From an optimization exercise on the open Yosys and OpenROAD flow, aimed at small area; shortcuts taken in it are not production practice. The RTL was checked by simulation tests, not by an equivalence proof against the original design. Power and IR drop assume default switching activity.

===== config.mk =====
export PLATFORM = sky130hd
export DESIGN_NAME = robinsun_core
export DESIGN_NICKNAME = robinsun_core
export VERILOG_FILES = /design/flow/design.v
export SDC_FILE = /design/flow/constraint.sdc
export NUM_CORES = 4
export LEC_CHECK = 0
export CAP_MARGIN = 20
export CORE_MARGIN = 2
export CORE_UTILIZATION = 72
export PLACE_DENSITY = 0.82
export SLEW_MARGIN = 20

===== constraint.sdc =====
create_clock -name core_clock -period 20.0 [get_ports {clk}]
set_input_delay 4.0000 -clock core_clock [delete_from_list [all_inputs] [get_ports {clk}]]
set_output_delay 4.0000 -clock core_clock [all_outputs]
set_load 0.01 [all_outputs]

===== design.v =====
module MySPI (
	input  logic		  theClock, theReset,
	input  logic        MySPI_clk, MySPI_cs, MySPI_sdi,
	output logic  		  MySPI_sdo,
	output logic [7:0]  Config,
	input  logic [7:0]  Status,        
	input  logic [15:0] speedR,
	input  logic [15:0] speedL,
	input  logic [15:0] speedOdoR,
	input  logic [15:0] speedOdoL,
	input  logic [15:0] speedB,
	input  logic [15:0] speedFH,
	input  logic [15:0] speedFV,
	input  logic [7:0]  dist1, dist2, dist3, dist4, dist5, dist6,
	input  logic        valid1, valid2, valid3,
	input  logic [15:0] lt24,
	input  logic [15:0] adc,
	output logic [15:0] PICtoFPGA);
logic [3:0]  SPI_clk_sync;         
logic [1:0]  SPI_cs_sync;
logic [4:0]  SPI_counter;          
logic        SPI_write;            
logic        SPI_high;             
logic [6:0]  SPI_address;          
logic [15:0] SPI_data;
function automatic logic addr_is(input logic [6:0] a);
	addr_is = ~SPI_high & (SPI_address == a);
endfunction
wire SPI_CS   = SPI_cs_sync[1];
wire SPI_rise = ~SPI_CS &  SPI_clk_sync[2] & ~SPI_clk_sync[3];
wire SPI_fall = ~SPI_CS & ~SPI_clk_sync[2] &  SPI_clk_sync[3];
wire SPI_prefall = ~SPI_CS & ~SPI_clk_sync[1] & SPI_clk_sync[2];
wire SPI_data_load   = SPI_fall & (SPI_counter == 5'd16);
wire SPI_status_load = SPI_prefall & (SPI_counter == 5'd16) & addr_is(7'h01);
wire SPI_data_update = SPI_fall & (SPI_counter == 5'd0) & SPI_write;
wire SPI_data_shift  = SPI_rise & SPI_counter[4];
wire [6:0] adr = SPI_address;
wire selConfig = ~adr[6] & ~adr[5] & ~adr[4] & ~adr[0];  
wire selStatus = ~adr[6] & ~adr[3] & adr[0];             
wire selP2F    = ~adr[6] & adr[4] & ~adr[1] & ~adr[0];   
wire selLt24   = ~adr[6] & ~adr[5] & adr[4] & adr[1];    
wire selAdc    =  adr[3];                                
wire selR      =  adr[5] & ~adr[4] & ~adr[2];            
wire selOdoR   =  adr[5] & ~adr[4] & adr[2];             
wire selL      =  adr[5] & adr[4] & ~adr[2];             
wire selOdoL   =  adr[5] & adr[4] & adr[2];              
wire selS12    =  adr[6] & ~adr[1] & adr[0];             
wire selS34    =  adr[6] & ~adr[4] & adr[1] & ~adr[0];   
wire selS56    =  adr[1] & adr[0];                       
wire selB      =  adr[6] & adr[4] & ~adr[2] & ~adr[1];   
wire selFH     =  adr[6] & adr[4] & adr[1];              
wire selFV     =  adr[6] & adr[2];                       
wire SPI_mapped = addr_is(7'h00) | addr_is(7'h01) | addr_is(7'h10) | addr_is(7'h12) |
                  addr_is(7'h19) | addr_is(7'h22) | addr_is(7'h26) | addr_is(7'h32) |
                  addr_is(7'h36) | addr_is(7'h41) | addr_is(7'h42) | addr_is(7'h43) |
                  addr_is(7'h50) | addr_is(7'h52) | addr_is(7'h54);
wire ldConfig = SPI_clk_sync[3] & selConfig;
wire ldStatus = SPI_clk_sync[3] & selStatus;
wire ldP2F    = SPI_clk_sync[3] & selP2F;
wire ldLt24   = SPI_clk_sync[3] & selLt24;
wire ldAdc    = SPI_clk_sync[3] & selAdc;
wire ldR      = SPI_clk_sync[3] & selR;
wire ldOdoR   = SPI_clk_sync[3] & selOdoR;
wire ldL      = SPI_clk_sync[3] & selL;
wire ldOdoL   = SPI_clk_sync[3] & selOdoL;
wire ldS12    = SPI_clk_sync[3] & selS12;
wire ldS34    = SPI_clk_sync[3] & selS34;
wire ldS56    = SPI_clk_sync[3] & selS56;
wire ldB      = SPI_clk_sync[3] & selB;
wire ldFH     = SPI_clk_sync[3] & selFH;
wire ldFV     = SPI_clk_sync[3] & selFV;
wire [15:0] SPI_data_next =
	({16{SPI_data_shift}} & {SPI_data[14:0], MySPI_sdi}) |
	({16{ldConfig}} & {8'b0, Config})  | ({16{ldStatus}} & {8'b0, Status}) |
	({16{ldP2F}}    & PICtoFPGA)       | ({16{ldLt24}}   & lt24)           |
	({16{ldAdc}}    & adc)             | ({16{ldR}}      & speedR)         |
	({16{ldOdoR}}   & speedOdoR)       | ({16{ldL}}      & speedL)         |
	({16{ldOdoL}}   & speedOdoL)       | ({16{ldB}}      & speedB)         |
	({16{ldFH}}     & speedFH)         | ({16{ldFV}}     & speedFV)        |
	{{8{ldS12 & valid1}} & dist1, {8{ldS12 & valid2}} & dist2} |
	{{8{ldS34 & valid3}} & dist3, {8{ldS34 & valid1}} & dist4} |
	{{8{ldS56 & valid2}} & dist5, {8{ldS56 & valid3}} & dist6};
assign MySPI_sdo = SPI_data[15];
always_ff @ (posedge theClock)
begin
	SPI_clk_sync <= {SPI_clk_sync[2:0], MySPI_clk};
	SPI_cs_sync  <= {SPI_cs_sync[0], MySPI_cs};
end
always_ff @ (posedge theClock)
begin
	if (SPI_CS) SPI_counter <= 5'd0;
		else if (SPI_rise) SPI_counter <= SPI_counter + 5'd1;
	if (SPI_rise & ~SPI_counter[4])
	begin
		SPI_address <= {SPI_address[5:0], MySPI_sdi};
		if (~SPI_counter[3]) begin
			SPI_write <= SPI_address[6];
			SPI_high  <= 1'b0;
		end else
			SPI_high  <= SPI_high | SPI_address[6];
	end
	if (SPI_data_shift | SPI_status_load | (SPI_data_load & SPI_mapped & ~addr_is(7'h01)))
		SPI_data <= SPI_data_next;
	if (theReset) PICtoFPGA[15] <= 1'b0;
		else if (SPI_data_load) PICtoFPGA[15] <= addr_is(7'h50);
	if (theReset) Config <= 8'h00;
		else if (SPI_data_update & addr_is(7'h00)) Config <= SPI_data[7:0];
	if (theReset) PICtoFPGA[14:0] <= 15'h00;
		else if (SPI_data_update & addr_is(7'h10)) PICtoFPGA[14:0] <= SPI_data[14:0];
end
endmodule
module sonars(
input  logic        clk, reset,
input  logic [5:0]  S,             
output logic [5:0]  T,             
output logic [7:0]  D1, D2, D3, D4, D5, D6,    
output logic        V1, V2, V3);   
logic [19:0] delay;                
logic [1:0]  active;               
logic        wrapped;              
logic        trig;                 
logic        first;                
localparam logic [19:0] WSTART = 20'h9CA43;
wire windowEnd = (delay & 20'hDFFFF) == (20'h4E521 & 20'hDFFFF);    
wire trigEnd   = (delay & 20'h7E080) == (20'hA74A3 & 20'h7E080);
wire load      = first ? ((delay & 20'hFFEFB) == (20'hF2E58 & 20'hFFEFB))
                       : ((delay & 20'hFF7FF) == (20'hEF7E1 & 20'hFF7FF));
wire feedback  = delay[19] ^ delay[2] ^ windowEnd;
assign first = (active == 2'd0) & ~wrapped;
assign V1 = ~first;
assign V2 = wrapped | active[1];
assign V3 = wrapped;
wire [2:0] t = {trig & active[1], trig & active[0], trig & ~active[1] & ~active[0]};
assign T = {t, t};
always_ff @(posedge clk, posedge reset)
	if (reset) begin
		delay   <= WSTART;
		active  <= 2'b0;
		wrapped <= 1'b0;
		trig    <= 1'b0;
	end else begin
		delay   <= {delay[18:0], feedback};
		if (windowEnd) begin
			active  <= active[1] ? 2'd0 : active + 2'd1;
			wrapped <= wrapped | active[1];
			trig    <= 1'b1;
		end else if (trigEnd) trig <= 1'b0;
	end
sonar_bank front(.clk(clk), .load(load), .windowEnd(windowEnd), .active(active),
                 .S(S[2:0]), .D1(D1), .D2(D2), .D3(D3));
sonar_bank back (.clk(clk), .load(load), .windowEnd(windowEnd), .active(active),
                 .S(S[5:3]), .D1(D4), .D2(D5), .D3(D6));
endmodule
module sonar_bank(
input  logic       clk, load, windowEnd,
input  logic [1:0] active,
input  logic [2:0] S,
output logic [7:0] D1, D2, D3);
localparam logic [11:0] RLOAD = 12'hC05;    
logic [11:0] r;
logic [7:0]  q;
wire echo = active[1] ? S[2] : (active[0] ? S[1] : S[0]);
wire rMax = (r & 12'hEFB) == (12'hE6C & 12'hEFB);
wire feedback = r[11] ^ r[0] ^ rMax;
always_ff @(posedge clk)
begin
	if (load) begin
		q <= 8'd3;                  
		r <= RLOAD;
	end else if (echo) begin
		r <= {r[10:0], feedback};
		if (rMax) q <= q + 8'd1;
	end
	if (windowEnd) begin
		if (active == 2'd0) D1 <= q;
		if (active == 2'd1) D2 <= q;
		if (active[1])      D3 <= q;
	end
end
endmodule
module robinsun_core(
	input  logic        clk,           
	input  logic        rst,           
	input  logic        spi_sck,
	input  logic        spi_cs_n,
	input  logic        spi_sdi,
	output logic        spi_sdo,
	input  logic [5:0]  sonar_echo,    
	output logic [5:0]  sonar_trig,    
	input  logic [1:0]  key,
	input  logic [3:0]  sw,
	input  logic        start_n,       
	input  logic [5:0]  mot_pins,      
	input  logic [15:0] speed_r,
	input  logic [15:0] speed_l,
	input  logic [15:0] speed_odo_r,
	input  logic [15:0] speed_odo_l,
	input  logic [15:0] speed_b,
	input  logic [15:0] speed_fh,
	input  logic [15:0] speed_fv,
	input  logic [15:0] cpu_signal,    
	input  logic [15:0] adc,
	output logic [7:0]  config_reg,    
	output logic [15:0] pic_to_fpga,   
	output logic        parasol);
logic START;
assign START = ~start_n;
logic [7:0] dist1, dist2, dist3, dist4, dist5, dist6;
logic       valid1, valid2, valid3;
sonars sonars_instance(.clk(clk), .reset(rst), .S(sonar_echo), .T(sonar_trig),
                       .D1(dist1), .D2(dist2), .D3(dist3), .D4(dist4), .D5(dist5), .D6(dist6),
                       .V1(valid1), .V2(valid2), .V3(valid3));
MySPI MySPI_instance(
	.theClock(clk),           .theReset(rst),
	.MySPI_clk(spi_sck),      .MySPI_cs(spi_cs_n), .MySPI_sdi(spi_sdi), .MySPI_sdo(spi_sdo),
	.Config(config_reg),      .Status({sw, 2'b00, key}),
	.speedR(speed_r),
	.speedL(speed_l),
	.speedOdoR(speed_odo_r),
	.speedOdoL(speed_odo_l),
	.speedB(speed_b),
	.speedFH(speed_fh),
	.speedFV(speed_fv),
	.dist1(dist1), .dist2(dist2), .dist3(dist3), .dist4(dist4), .dist5(dist5), .dist6(dist6),
	.valid1(valid1), .valid2(valid2), .valid3(valid3),
	.lt24({START, mot_pins, cpu_signal[8:0]}),
	.adc(adc),
	.PICtoFPGA(pic_to_fpga));
logic [21:0] parasoltimer;
wire parasolRun  = pic_to_fpga[0] || cpu_signal == 16'd41;
wire parasolDone = (parasoltimer & 22'h3E7FBF) == (22'h378139 & 22'h3E7FBF);
always_ff @(posedge clk, posedge rst)
begin
	if(rst)
		parasoltimer <= 22'b0;
	else
	if(parasolRun && !parasolDone)
		parasoltimer <= {parasoltimer[20:0], ~(parasoltimer[21] ^ parasoltimer[20])};
end
always_ff @(posedge clk)
	parasol <= (parasoltimer[21:1] != 21'd0) && parasolRun && !parasolDone;
endmodule

===== flow/run.sh =====
#!/bin/bash
# Own layout flow: the standard layout (standard.sh, ORFS) with three changes:
#  - synthesis maps the logic with an area-oriented abc script (flow/area.abc) instead of
#    ORFS's speed script; everything else in the synthesis, flip-flops included, is the standard flow's
#  - the port buffers are the smallest buffer, buf_1
#  - clock tree synthesis builds the tree of clkbuf_8 cells only and adds no dummy loads
# Each tool's output stays in orfs/logs; make's own output goes to flow_make.log.
set -euo pipefail
W=$(pwd)
F=$W/flow
{ head -n 1 synth_recipe.tcl; sed "s#@ABC_SCRIPT@#$F/area.abc#" "$F/abc_override.tcl"; tail -n +2 synth_recipe.tcl; } > "$W/own_synth.tcl"
bash standard.sh "SYNTH_SCRIPT=$W/own_synth.tcl" \
  "BUFFER_PORTS_ARGS=-buffer_cell sky130_fd_sc_hd__buf_1" \
  "CTS_ARGS=-sink_clustering_enable -repair_clock_nets -dont_use_dummy_load -buf_list sky130_fd_sc_hd__clkbuf_8" \
  finish > "$W/flow_make.log" 2>&1

===== flow/abc_override.tcl =====
# abc with an area-oriented script of its own in place of ORFS's speed script
# (which buffers and upsizes for timing the 20 ns clock does not need).
# Only the combinational logic changes: flip-flops are mapped before abc.
proc abc {args} {
  set i [lsearch -exact $args -script]
  if { $i >= 0 } { set args [lreplace $args $i [expr {$i + 1}]] }
  set i [lsearch -exact $args -constr]
  if { $i >= 0 } { set args [lreplace $args $i [expr {$i + 1}]] }
  yosys abc -script @ABC_SCRIPT@ {*}$args
}

===== flow/area.abc =====
strash
&get -n
&fraig -x
&put
scorr
dc2
strash
strash
&get -n
&dch -f
&nf
&put
strash
&get -n
&dch -f
&nf
&put
strash
&get -n
&dch -f
&nf
&put
strash
&get -n
&dch -f
&nf
&put
strash
&get -n
&dch -f
&nf
&put
strash
&get -n
&dch -f
&nf
&put
strash
&get -n
&dch -f
&nf
&put
strash
&get -n
&dch -f
&nf
&put

===== standard.sh =====
#!/bin/bash
# synth_recipe.tcl (not shown) runs the flow's synth.tcl, then flattens the netlist and writes it again
# the make line also repeats each setting of config.mk as NAME=value (left out here)
make -C /OpenROAD-flow-scripts/flow DESIGN_CONFIG=/design/flow/config.mk WORK_HOME=/design/flow/orfs CLKGATE_MAP_FILE= SYNTH_SCRIPT=/design/flow/synth_recipe.tcl "${@:-finish}"

==> impl_metrics.tcl, run 1 <==
set metrics [dict create \
    clock_sinks 195 \
    cts_tree "yes" \
    multi_input_area_um2 3250 \
    setup-tns-final_ps 0 \
    drtIter0Drc 1248 \
    grt_pass1_vias 7204 \
    cts_buffers 17 \
    die_w_um 110 \
    final_cell_count_no_fill 1049 \
    yosysUniqueCellTypes 52 \
    via_per_inst 7.10 \
    grt_pass1_wl_um 37900 \
    seq_area_um2 4880 \
    nFillCells 568 \
    wl_um 25300 \
    fp.coreArea_um2 10900 \
    synth_edf_count 73 \
    cpMaxStageDelayCell "clkinv_2" \
    slowest_delay_ps 1030 \
    pin_count 200 \
    clock.fmax_ghz 0.171 \
    ir_drop_mv 0.0808 \
    diodes 0 \
    final_util_pct 86.3 \
    yosys.area.top_type "edfxtp_1" \
    synthArstFlopShare_pct 23.6 \
    antenna_found_initial 0 \
    synth_fp_nets 852 \
    postCtsHoldBufs 0 \
    critPathMaxFanout 54 \
    crit_buf_inv 2 \
    htreeDepth 4 \
    clk_latency_ps 480 \
    start_util_pct 74.2 \
    crit_family "buffers and inverters" \
    ant_nets 0 \
    power_uw 734 \
    netlist_area_um2 8110 \
    synth_top_area_share_pct 27.0 \
    fin_skew_ps 36.1 \
    firstDrtPassIters 6 \
    synthTopCellsByArea "edfxtp_1 27%, dfxtp_1 19%, dfrtp_1 11%" \
    grt_max_degree 55 \
    required_ps 20350 \
    overflow 0 \
    postCtsSetupBuffers 0 \
    die_area_um2 12100 \
    clk_pin_slew_worst_paths_ps 80 \
    dp.cells 1032 \
    period_minus_slack_ps 5840 \
    critPathLaunchType "primary input" \
    critical_path_arrival_ps 6190 \
    cap_viol_max_count 0 \
    min_path_type "reg -> reg" \
    post-route-period-util_pct 29.2 \
    finalNetCount 1083 \
    ctsLongestPathBuffers 2 \
    cp-end-kind "flop" \
    synth_area_per_cell_um2 11.9 \
    gp_congestion 0.925 \
    dp_slack_ps 14030 \
    design_area_um2 9430 \
    port-buffer-count 199 \
    synthFlopType "dfxtp_1" \
    layout-drive-gt1-share_pct 5.72 \
    p_leak_nw 3.61 \
    placementRows 38 \
    hpwl_um 17800 \
    status "complete, no violations" \
    yosys_warnings 4 \
    fin_ws_ps 14160 \
    synthToLayoutAreaGrowth_pct 16.3 \
    num_vias 7447 \
    syn_inst 680 \
    crit_type "in -> reg" \
    routedWlPerCell_um 24.1 \
    die_y_um 110 \
    whs_ps 337 \
    drcViolationCount 0 \
    power_density_nw_per_um2 77.8 \
    ys_seq_elements 195 \
    path_cells "buf_1 -> clkinv_2 -> o21ai_0 -> nor2_1" \
    synth.yosys.seq_area_share_pct 60.1 \
    hold_viol 0 \
    cts_resized 0 \
    cts-root-buf "clkbuf_8" \
    worst_slew_pin_slew_ps 1160 \
    slew_headroom_pct 22.3 \
    slew_violations 0 \
    placed_area_um2 9170 \
    finalSetupViolCount 0 \
    track_usage_pct 42.8 \
    rsz0062_at_grt "no" \
]
routing by layer:
layer,track usage [%],vias up,part of all wire (%)
met5,4.46,-,0.20
met4,26.2,2,6.3
met3,16.0,157,13
met2,69.9,613,48
met1,47.3,3477,32
li1,-,3198,-
synth_stat cells, types with 4 or more instances:
cell type  number
and3_1         15
and4_1          9
nand2_1        59
a222oi_1       44
a22oi_1        26
nor4_1         15
mux2_1         21
nor3b_1         6
o21ai_0        13
nor2_1         61
nor3_1         25
dfrtp_1        37
ha_1            4
clkinv_1        8
a211oi_1        4
dfstp_2         9
a21oi_1        27
mux2i_1        32
nand3_1        25
and2_0          8
edfxtp_1       73
dfxtp_1        76
a22o_1          6
nand2b_1        4
nand4_1         9
a221oi_1       17
a21o_1          4
placed cells by master, fill, tap and decap left out, types with 4 or more instances in the layout:
cell / instances
buf_1: 199
dfxtp_1: 76
edfxtp_1: 73
nor2_1: 61
nand2_1: 59
a222oi_1: 44
dfrtp_1: 37
mux2i_1: 32
a21oi_1: 27
a22oi_1: 26
nand3_1: 25
nor3_1: 22
mux2_1: 21
a221oi_1: 17
clkbuf_8: 17
buf_4: 16
and3_1: 15
nor4_1: 14
o21ai_0: 12
and4_1: 9
nand4_1: 9
dfstp_2: 9
and2_0: 7
clkinv_1: 7
a22o_1: 6
a21o_1: 4
a211oi_1: 4
nand2b_1: 4
ha_1: 4
registers in the layout, summed over array words and instances, names as in the netlist, 4 cells and up:
signal                       flops
parasoltimer                    22
sonars_instance.delay           20
MySPI_instance.PICtoFPGA        16
MySPI_instance.SPI_data         16
sonars_instance.back.r          12
sonars_instance.front.r         12
MySPI_instance.Config            8
sonars_instance.back.D1          8
sonars_instance.back.D2          8
sonars_instance.back.D3          8
sonars_instance.back.q           8
sonars_instance.front.D1         8
sonars_instance.front.D2         8
sonars_instance.front.D3         8
sonars_instance.front.q          8
MySPI_instance.SPI_address       7
MySPI_instance.SPI_counter       5
MySPI_instance.SPI_clk_sync      4
power breakdown:
group | switching (mW) | internal (mW)
combinational | 0.0372 | 0.0339
clock | 0.118 | 0.0752
sequential | 0.0280 | 0.442
total | 0.183 | 0.551
area by class of cell:
type                            instances  share of cell area [%]
Tap cell                              140                    1.86
Inverter                                8                   0.332
Timing Repair Buffer                  215                    9.19
Multi-Input combinational cell        474                    34.5
Clock buffer                           17                    2.48
Sequential cell                       195                    51.7
final timing paths:
path | to | cells past startpoint | from | slack [ps]
max | MySPI_instance.PICtoFPGA[1]$_SDFFE_PP0P_ | 4 | rst | 14160
min | MySPI_instance.SPI_cs_sync[1]$_DFF_P_ | 0 | MySPI_instance.SPI_cs_sync[0]$_DFF_P_ | 340
max reg2reg | MySPI_instance.SPI_data[8]$_DFFE_PP_ | 6 | MySPI_instance.SPI_address[1]$_DFFE_PP_ | 16970
min reg2reg | MySPI_instance.SPI_cs_sync[1]$_DFF_P_ | 0 | MySPI_instance.SPI_cs_sync[0]$_DFF_P_ | 340
max in group asynchronous | parasoltimer[6]$_DFFE_PP0P_ | 2 | rst | 15280
min in group asynchronous | sonars_instance.delay[2]$_DFF_PP0_ | 2 | rst | 4170
cells by family (layout without fill, tap and decap cells):
kind of cell | Yosys count | count (layout) | share of synthesized area (%)
and+or+nand+nor | 250 | 250 | 15.5
DFF | 195 | 195 | 60.1
AOI/OAI and AO/OA | 163 | 163 | 15.8
muxes | 53 | 53 | 6.87
buffers and inverters | 11 | 240 | 0.648
adders and majority gates | 4 | 4 | 0.617
xor gates and xnor gates | 4 | 4 | 0.432
==> inputs of run 2 (changes only) <==
==> flow/run.sh (replaced) <==
#!/bin/bash
# Own layout flow: the standard layout (standard.sh, ORFS) with these changes:
#  - synthesis maps the logic with an area-oriented abc script (flow/area.abc) instead of
#    ORFS's speed script; everything else in the synthesis, flip-flops included, is the standard flow's
#  - the port buffers are the smallest buffer, buf_1
#  - after the placement's repair, flow/post_resize.tcl downsizes the repaired cells and
#    repairs again with small buffers
#  - clock tree synthesis builds the tree of clkbuf_8 cells only and adds no dummy loads
# Each tool's output stays in orfs/logs; make's own output goes to flow_make.log.
set -euo pipefail
W=$(pwd)
F=$W/flow
{ head -n 1 synth_recipe.tcl; sed "s#@ABC_SCRIPT@#$F/area.abc#" "$F/abc_override.tcl"; tail -n +2 synth_recipe.tcl; } > "$W/own_synth.tcl"
bash standard.sh "SYNTH_SCRIPT=$W/own_synth.tcl" \
  "BUFFER_PORTS_ARGS=-buffer_cell sky130_fd_sc_hd__buf_1" \
  "POST_RESIZE_TCL=$F/post_resize.tcl" \
  "CTS_ARGS=-sink_clustering_enable -repair_clock_nets -dont_use_dummy_load -buf_list sky130_fd_sc_hd__clkbuf_8" \
  finish > "$W/flow_make.log" 2>&1
==> flow/post_resize.tcl (new file) <==
# After ORFS's repair_design at placement: give every sized-up gate and repair
# buffer its smallest size, then repair again with buffers of at most buf_2,
# so only the nets that need more drive get it.
set n 0
foreach inst [get_cells *] {
  set ref [get_property $inst ref_name]
  if {[regexp {^(sky130_fd_sc_hd__\w+)_([248])$} $ref -> base sz]} {
    if {[string match *clkbuf* $base] || [string match *df* $base]} continue
    foreach s {1 2} {
      if {$s >= $sz} break
      if {[llength [get_lib_cells -quiet ${base}_$s]]} { replace_cell $inst ${base}_$s; incr n; break }
    }
  }
}
puts "downsized $n cells"
report_design_area
set_dont_use {sky130_fd_sc_hd__buf_4 sky130_fd_sc_hd__buf_6 sky130_fd_sc_hd__buf_8 sky130_fd_sc_hd__buf_12 sky130_fd_sc_hd__buf_16}
repair_design -slew_margin 20 -cap_margin 20 -match_cell_footprint
report_design_area
--- a/config.mk
+++ b/config.mk
@@ -7,6 +7,6 @@
 export LEC_CHECK = 0
 export CAP_MARGIN = 20
 export CORE_MARGIN = 2
-export CORE_UTILIZATION = 72
-export PLACE_DENSITY = 0.82
+export CORE_UTILIZATION = 60
+export PLACE_DENSITY = 0.7
 export SLEW_MARGIN = 20
==> run 2 against run 1 <==
Net effect:
- still clean
- global-route usage decreased by 9.9 points
- total power decreased by 1.3%
- utilization decreased by 15 points
- setup slack improved by 210 ps
- synthesized cell count unchanged
- clock skew decreased by 10 ps
- sequential share of layout area about the same
- register-to-register slack got worse by 70 ps
- non-clock buffer count increased by 3
==> impl_metrics.tcl, run 2 <==
set metrics [dict create \
    netlist_area_um2 8110 \
    slew_violations 0 \
    clock.fmax_ghz 0.178 \
    die_area_um2 14500 \
    cts_resized 0 \
    cts-root-buf "clkbuf_8" \
    cp-end-kind "flop" \
    cap_viol_max_count 0 \
    whs_path_depth 0 \
    synthTopCellsByCount "76 x dfxtp_1, 73 x edfxtp_1, 61 x nor2_1" \
    wl_um 23900 \
    ys_seq_elements 195 \
    p_leak_nw 3.57 \
    via_per_inst 6.63 \
    drtIter0Drc 757 \
    fp.coreArea_um2 13200 \
    final_util_pct 71.2 \
    synthTopCellsByArea "edfxtp_1 27%, dfxtp_1 19%, dfrtp_1 11%" \
    holdPathEnd "MySPI_instance.SPI_cs_sync[1]$_DFF_P_" \
    setup-tns-final_ps 0 \
    routedWlPerCell_um 22.0 \
    period_minus_slack_ps 5630 \
    synthFlopType "dfxtp_1" \
    ir_drop_mv 0.0686 \
    min_path_type "reg -> reg" \
    cts_tree "yes" \
    pin_count 200 \
    cts_buffers 17 \
    port-buffer-count 199 \
    r2r_start "MySPI_instance.SPI_address[1]$_DFFE_PP_" \
    start_util_pct 61.2 \
    gp_congestion 0.958 \
    final_cell_count_no_fill 1088 \
    hpwl_um 17300 \
    rsz0062_at_grt "no" \
    clk_latency_ps 450 \
    die_w_um 120 \
    diodes 0 \
    hold_viol 0 \
    status "complete, no violations" \
    firstDrtPassIters 7 \
    htreeDepth 4 \
    clk_pin_slew_worst_paths_ps 90 \
    holdCritStartpoint "MySPI_instance.SPI_cs_sync[0]$_DFF_P_" \
    synth_area_per_cell_um2 11.9 \
    clock_sinks 195 \
    post-route-period-util_pct 28.2 \
    reg_top3 "parasoltimer: 22 flops, sonars_instance.delay: 20 flops" \
    synth_fp_nets 852 \
    grt_pass1_vias 6907 \
    postCtsSetupBuffers 0 \
    power_density_nw_per_um2 76.8 \
    synth.yosys.seq_area_share_pct 60.1 \
    critical_path_arrival_ps 5970 \
    synth_top_area_share_pct 27.0 \
    synth_edf_count 73 \
    overflow 0 \
    num_vias 7213 \
    grt_pass1_wl_um 36300 \
    slew_headroom_pct 24.9 \
    synthToLayoutAreaGrowth_pct 16.3 \
    nFillCells 1011 \
    worst_slew_pin_slew_ps 1120 \
    dp.cells 1070 \
    mostFrequentLayoutCell "buf_1" \
    placementRows 42 \
    r2r-end "MySPI_instance.SPI_data[2]$_DFFE_PP_" \
    r2r_cells 6 \
    ant_nets 0 \
    postCtsHoldBufs 0 \
    top_register "parasoltimer" \
    syn_inst 680 \
    layout-drive-gt1-share_pct 4.17 \
    fin_skew_ps 25.8 \
    yosys.area.top_type "edfxtp_1" \
    grt_max_degree 35 \
    synthArstFlopShare_pct 23.6 \
    required_ps 20340 \
    critPathMaxFanout 34 \
    finalSetupViolCount 0 \
    yosys_warnings 4 \
    drcViolationCount 0 \
    final_cell_mix "213 x buf_1, 76 x dfxtp_1, 73 x edfxtp_1" \
    critPathLaunchType "primary input" \
    antenna_found_initial 0 \
    die_y_um 120 \
    largest_reg_flops 22 \
    regToRegSetupSlack_ps 16900 \
    yosysUniqueCellTypes 52 \
    crit_type "in -> reg" \
    synth.most_common_cell "dfxtp_1" \
    ctsLongestPathBuffers 2 \
    finalNetCount 1086 \
    track_usage_pct 32.9 \
]
run 2: critical path, cell delays in order:
cell	delay, ps
buf_1	60
buf_1	800
inv_2	470
bufbuf_16	450
o21ai_0	100
nor2_1	60
run 2: routing by layer:
metal / routed length, um / part of all wire [%] / GRT usage [%] / vias to the layer above
li1: - / - / - / 3205
met1: 9230 / 39 / 41.7 / 3493
met2: 11400 / 48 / 54.3 / 442
met3: 2230 / 9.3 / 6.42 / 73
met4: 1050 / 4.4 / 16.5 / 0
met5: 0 / 0 / 0 / -
run 2: kinds of logic after synthesis:
family	Yosys count	synth area share, %
adder cells (fa/ha/maj)	4	0.617
buffers and inverters	11	0.648
AND/OR/NAND/NOR	250	15.5
XOR/XNOR	4	0.432
flip-flops	195	60.1
multiplexers	53	6.87
AO/OA/AOI/OAI	163	15.8
run 2: cell type report:
type	count	area, um2	share of cell area (%)
Timing Repair Buffer	218	852	9.03
Sequential cell	195	4880	51.7
Inverter	8	30.0	0.318
Multi-Input combinational cell	474	3220	34.1
Clock buffer	17	234	2.48
Tap cell	176	220	2.33
run 2: through the flow:
stage | hold WS, ps | total power, mW | setup WS (ps) | instance area (um2)
floorplan | 310 | 0.511 | 14050 | 8110
global placement | 310 | 0.537 | 14160 | 9200
detailed placement | 316 | 0.543 | 13980 | 9180
CTS | 318 | 0.727 | 14440 | 9410
global route | 322 | 0.754 | 14250 | 9430
finish | 317 | 0.725 | 14370 | 9430
run 2: worst max-delay path by stage:
stage / depth (start not counted) / to / startpoint / slack (ps)
final: 6 / MySPI_instance.PICtoFPGA[2]$_SDFFE_PP0P_ / rst / 14370
after floorplan: 5 / parasoltimer[10]$_DFFE_PP0P_ / cpu_signal[13] / 14050
after detailed placement: 6 / MySPI_instance.PICtoFPGA[2]$_SDFFE_PP0P_ / rst / 13980
after global routing: 6 / MySPI_instance.PICtoFPGA[2]$_SDFFE_PP0P_ / rst / 14250
after global placement: 7 / sonars_instance.front.q[7]$_SDFFE_PP0P_ / sonar_echo[1] / 14160
after CTS: 3 / sonar_trig[0] / sonars_instance.active[1]$_DFFE_PP0P_ / 14440
run 2: power by group:
part / total (mW) / switching (mW) / internal, mW / leakage [nW]
Clock: 0.189 / 0.114 / 0.0754 / 0.122
Sequential: 0.467 / 0.0251 / 0.442 / 1.89
Combinational: 0.0686 / 0.0342 / 0.0343 / 1.56
Total: 0.725 / 0.173 / 0.551 / 3.57

## separate check: timing with driven ports
The flow's constraints put no driver on any port. The routed layouts listed below were extracted and timed again, unchanged, in two steps.
Step 1 (the two cells are an assumption about what drives the block):
set clk [get_ports {clk}]
set_driving_cell -lib_cell sky130_fd_sc_hd__clkbuf_16 $clk
set_driving_cell -lib_cell sky130_fd_sc_hd__buf_2 [delete_from_list [all_inputs] $clk]
Step 2 moves the port delays by t, midway between the first and last clock arrival at a register: inputs arrive t later, outputs are due t later. That takes back most of the time a late clock gives input paths.
Three values: no drivers, after step 1, after step 2; two values: the first two.
| run | t (ns) | setup WS [ns] | clock arrival spread, ns | worst register clock-pin slew, ns |
|---|---|---|---|---|
| run 1 | 0.502 | 14.158 / 14.154 / 13.651 | 0.036 / 0.037 | 0.10 / 0.10 |
| run 2 | 0.471 | 14.370 / 14.377 / 13.906 | 0.026 / 0.026 | 0.09 / 0.09 |
After both steps every run listed still meets setup and hold. For run 1, which loses most, drivers alone change the setup slack by -0.004 ns; drivers and shift together by -0.507 ns.
